Source: an optimization exercise on an open RTL-to-GDS flow (aim: small area). Production flows keep margins and buffers that such runs may drop. Only simulation tests tie the RTL to the original design; equivalence was not proved. The clock input has no modelled driver; a real chip could not lean on it and would need a root buffer or a full tree. Power is estimated from default activity; no workload was simulated.

job 101:
Design computer_4_bit, start of the top module:
module computer_4_bit(INPUT_A,INPUT_B,command,ADDRESS,OUTPUT_A,OUTPUT_B,ZF,CF,clk,reset);
==> module computer_4_bit, before the edit <==
module computer_4_bit(INPUT_A,INPUT_B,command,ADDRESS,OUTPUT_A,OUTPUT_B,ZF,CF,clk,reset);
input [3:0]INPUT_A,INPUT_B;
input [3:0]ADDRESS;
output [3:0]OUTPUT_A;
output [3:0]OUTPUT_B;
output reg ZF, CF;
input clk, reset;
output reg [3:0]command;
reg [3:0] A, B, Z;
reg       R;
localparam [15:0] SI = 16'b1010_1000_0110_0100;
wire       halt = (command == 4'd15) & ~R;
assign OUTPUT_A = R ? 4'd0 : (command == 4'd10) ? 4'd15 : A;
assign OUTPUT_B = (command == 4'd9) ? 4'd14 : (R | (command[3:1] == 3'd0)) ? 4'd0 : B;
wire       s    = SI[Z + 4'd12];             
wire       sub  = (command == 4'd0);
wire [3:0] op1  = (command == 4'd15 || sub) ? A : {2'b00, command == 4'd8, 1'b1};
wire [4:0] sum  = op1 + (B ^ {4{sub}}) + sub;
wire       sn   = SI[sum[3:0]];              
wire [3:0] ip8  = ZF ? 4'd1 : ADDRESS;       
reg  [3:0] a_n;
always @* begin
    case (command)
    4'd15:   a_n = halt ? A : sum[3:0];      
    4'd0:    a_n = sum[3:0];                 
    4'd1:    a_n = B;                        
    4'd2:    a_n = {3'b000, s};              
    4'd3:    a_n = {3'b000, s};              
    4'd4:    a_n = {2'b00, s, ~s};           
    4'd5:    a_n = {3'b000, s};              
    4'd6:    a_n = Z;                        
    4'd8:    a_n = Z;                        
    4'd9:    a_n = B;                        
    4'd12:   a_n = {Z[3:1], Z[0] | sn};      
    4'd13:   a_n = {A[3:1], A[0] ^ sn};      
    default: a_n = A;
    endcase
end
wire zf_hold = (command == 4'd8) | (command == 4'd10) | (command == 4'd11);
wire zf_n    = zf_hold ? ZF : (command == 4'd9) ? (A == 4'd0) : (a_n == 4'd0);
always @(posedge clk) begin
    R <= reset;
    if (reset) begin
        command <= 4'd15;
        A       <= INPUT_A;
        B       <= INPUT_B;
        Z       <= ADDRESS ^ 4'd8;
        ZF      <= 1'b0;
        CF      <= 1'b0;
    end else begin
        if (!halt) command <= command + 4'd1;
        A  <= a_n;
        ZF <= zf_n;
        case (command)
        4'd15: if (!halt) CF <= sum[4];                  
        4'd1:  B  <= A;                                  
        4'd4:  CF <= 1'b0;                               
        4'd5:  CF <= ~s;                                 
        4'd7:  begin B <= ip8; Z <= B; end               
        4'd8:  begin B <= sum[3:0]; Z <= A; end          
        4'd9:  B  <= A;                                  
        4'd10: B  <= A;                                  
        4'd12: B  <= sum[3:0];                           
        4'd13: B  <= sum[3:0];                           
        default: ;
        endcase
    end
end
endmodule
clock: 5.0 ns
lec_check: 0
cap_margin: 5
core_margin: 2
core_utilization: 40
gpl_timing_driven: 0
place_density: 0.8
slew_margin: 5
standard.sh (not shown) runs the stock make flow with config.mk's settings and CLKGATE_MAP_FILE= SYNTH_SCRIPT=/design/flow/synth_recipe.tcl, a recipe that flattens the netlist after the stock synthesis.
==> flow/flow/run.sh <==
#!/bin/bash
# Own layout flow:
#  1. the standard synthesis (standard.sh synth), unchanged, into ref/;
#  2. its combinational logic re-mapped by ABC with several area scripts
#     (flow/s*.abc); the flip-flops keep their instances, names and cell
#     types; each result is proven equivalent to the standard netlist
#     (Yosys equiv_simple/equiv_induct, registers paired by name) and the
#     smallest proven one is kept (the standard netlist if none is proven);
#  3. the standard layout (standard.sh) of that netlist, with buf_1 port
#     buffers and a one-level clock tree of one to three buffers
#     (flow/cts_one.tcl).
set -uo pipefail
HERE=$PWD
FL=$HERE/flow
LIB=$FLOW_HOME/platforms/sky130hd/lib/sky130_fd_sc_hd__tt_025C_1v80.lib

bash standard.sh WORK_HOME=$HERE/ref synth > $HERE/std_synth.log 2>&1 || exit 1
SYN=$HERE/ref/results/sky130hd/computer_4_bit/base/1_2_yosys.v

best=$SYN
best_area=999999999
for scr in $FL/s*.abc; do
  n=$(basename $scr .abc)
  cat > $HERE/reopt_$n.ys <<EOY
read_liberty -ignore_miss_func $LIB
read_verilog $SYN
hierarchy -top computer_4_bit
setattr -mod -set keep_hierarchy 1 sky130_fd_sc_hd__*df*
flatten
opt_clean
select computer_4_bit
rename -hide w:*.*
opt_clean -purge
techmap
opt -fast
abc -liberty $LIB -script $scr -dont_use sky130_fd_sc_hd__probe_p_8 -dont_use sky130_fd_sc_hd__probec_p_8 -dont_use sky130_fd_sc_hd__lpflow_*
opt_clean -purge
hilomap -singleton -hicell sky130_fd_sc_hd__conb_1 HI -locell sky130_fd_sc_hd__conb_1 LO
splitnets
opt_clean -purge
tee -o $HERE/reopt_$n.stat stat -liberty $LIB computer_4_bit
write_verilog -noattr -noexpr -nohex -nodec -selected $HERE/reopt_$n.v
EOY
  cat > $HERE/equiv_$n.ys <<EOY
read_liberty -ignore_miss_func $LIB
read_verilog $SYN
rename computer_4_bit gold
read_verilog $HERE/reopt_$n.v
rename computer_4_bit gate
flatten gold gate
rename -hide w:_* w:*.*
opt_clean
equiv_make gold gate equiv
hierarchy -top equiv
equiv_simple
equiv_induct
equiv_status -assert
EOY
  while [[ $(jobs -rp | wc -l) -ge 4 ]]; do wait -n; done
  ( yosys -s $HERE/reopt_$n.ys > $HERE/reopt_$n.log 2>&1 && \
    yosys -s $HERE/equiv_$n.ys > $HERE/equiv_$n.log 2>&1 && touch $HERE/ok_$n ) &
done
wait
for scr in $FL/s*.abc; do
  n=$(basename $scr .abc)
  [[ -f $HERE/ok_$n ]] || continue
  grep -qE '^\s*\\\$' $HERE/reopt_$n.v && continue
  a=$(awk '/Chip area/ {print $NF}' $HERE/reopt_$n.stat)
  if awk "BEGIN{exit !($a < $best_area)}"; then best_area=$a; best=$HERE/reopt_$n.v; fi
done
echo "netlist: $best ($best_area)" > $HERE/reopt_choice.txt
cp $best $HERE/netlist.v

bash standard.sh SYNTH_NETLIST_FILES=$HERE/netlist.v \
  "BUFFER_PORTS_ARGS=-buffer_cell sky130_fd_sc_hd__buf_1" PRE_CTS_TCL=$FL/cts_one.tcl finish > $HERE/layout.log 2>&1
Other scripts of this flow, unchanged in this note and not shown: flow/flow/cts_one.tcl, flow/flow/s1.abc, flow/flow/s2.abc, flow/flow/s3.abc, flow/flow/s4.abc, flow/flow/s5.abc, flow/flow/s6.abc, flow/flow/s7.abc, flow/flow/s8.abc, flow/flow/s91.abc, flow/flow/s92.abc, flow/flow/s93.abc, flow/flow/s94.abc
What job 102 does differently from job 101 at the input level:
--- a/flow/design.v
+++ b/flow/design.v
@@ -14,6 +14,6 @@
 assign OUTPUT_B = (command == 4'd9) ? 4'd14 : (R | (command[3:1] == 3'd0)) ? 4'd0 : B;
 wire       s    = SI[Z + 4'd12];             
-wire       sub  = (command == 4'd0);
-wire [3:0] op1  = (command == 4'd15 || sub) ? A : {2'b00, command == 4'd8, 1'b1};
+wire       sub  = ~command[3] & ~command[0];
+wire [3:0] op1  = (~command[3] | (command[2] & command[1])) ? A : {2'b00, ~command[2], 1'b1};
 wire [4:0] sum  = op1 + (B ^ {4{sub}}) + sub;
 wire       sn   = SI[sum[3:0]];              
Notes after the runs:
Run comparison: job 101 library cell contributing the largest single delay on the critical path sky130_fd_sc_hd__or3_1; job 102 library cell contributing the largest single delay on the critical path sky130_fd_sc_hd__dfxtp_1
Job 102 completed every stage of the flow, and the final layout passed the timing, design-rule and antenna checks.
Via total after detailed routing: job 102 worse than job 101
On reported max-cap violation count, job 101 tracks job 102 almost exactly.
Power of the combinational group was higher in job 101 than in job 102.
Per the comparison of job 102 with job 101, clock-pin slew on the worst setup and hold paths saw little to no change; post-layout instance count excluding filler cells saw a decrease.
Job 101 → job 102: worst IR drop on VDD increased about 22%; slew at the pin closest to its max-slew limit went down 0.035 ns; wire length higher; via count of the first global-routing pass went down by 9; total number of multi-input combinational cells went down by about 3.5%.
No run of this note takes its clock network from TritonCTS; it comes from the design's own scripts or RTL.

## separate check: timing with driven ports
No port has a modelled driver above. Below, the same layouts with a new extraction and two added sets of constraints. Step 1: set_driving_cell puts a clkbuf_16 on clk and a buf_2 on each other input, an assumption about the parent block. Step 2 times the ports against the registers' clock, not the clock port: input delays grow and output delays shrink by t, the midpoint of the rising clock arrivals with the driver on. Slacks: ideal / step 1 / step 2; pairs: ideal / step 1.
| run | shift t [ns] | slack for setup (ns) | hold WS [ns] | worst setup path at the end | worst data-port slew with drivers (ns) |
|---|---|---|---|---|---|
| job 101 | 0.165 | 1.964 / 1.975 / 1.810 | 0.500 / 0.500 / 0.500 | input to register | 0.03 |
| job 102 | 0.162 | 1.906 / 1.906 / 1.906 | 0.511 / 0.511 / 0.511 | register to register | 0.03 |
After both steps setup and hold are still met in every run listed. For job 101, which loses most, drivers alone change the setup slack by +0.011 ns; drivers and shift together by -0.154 ns.
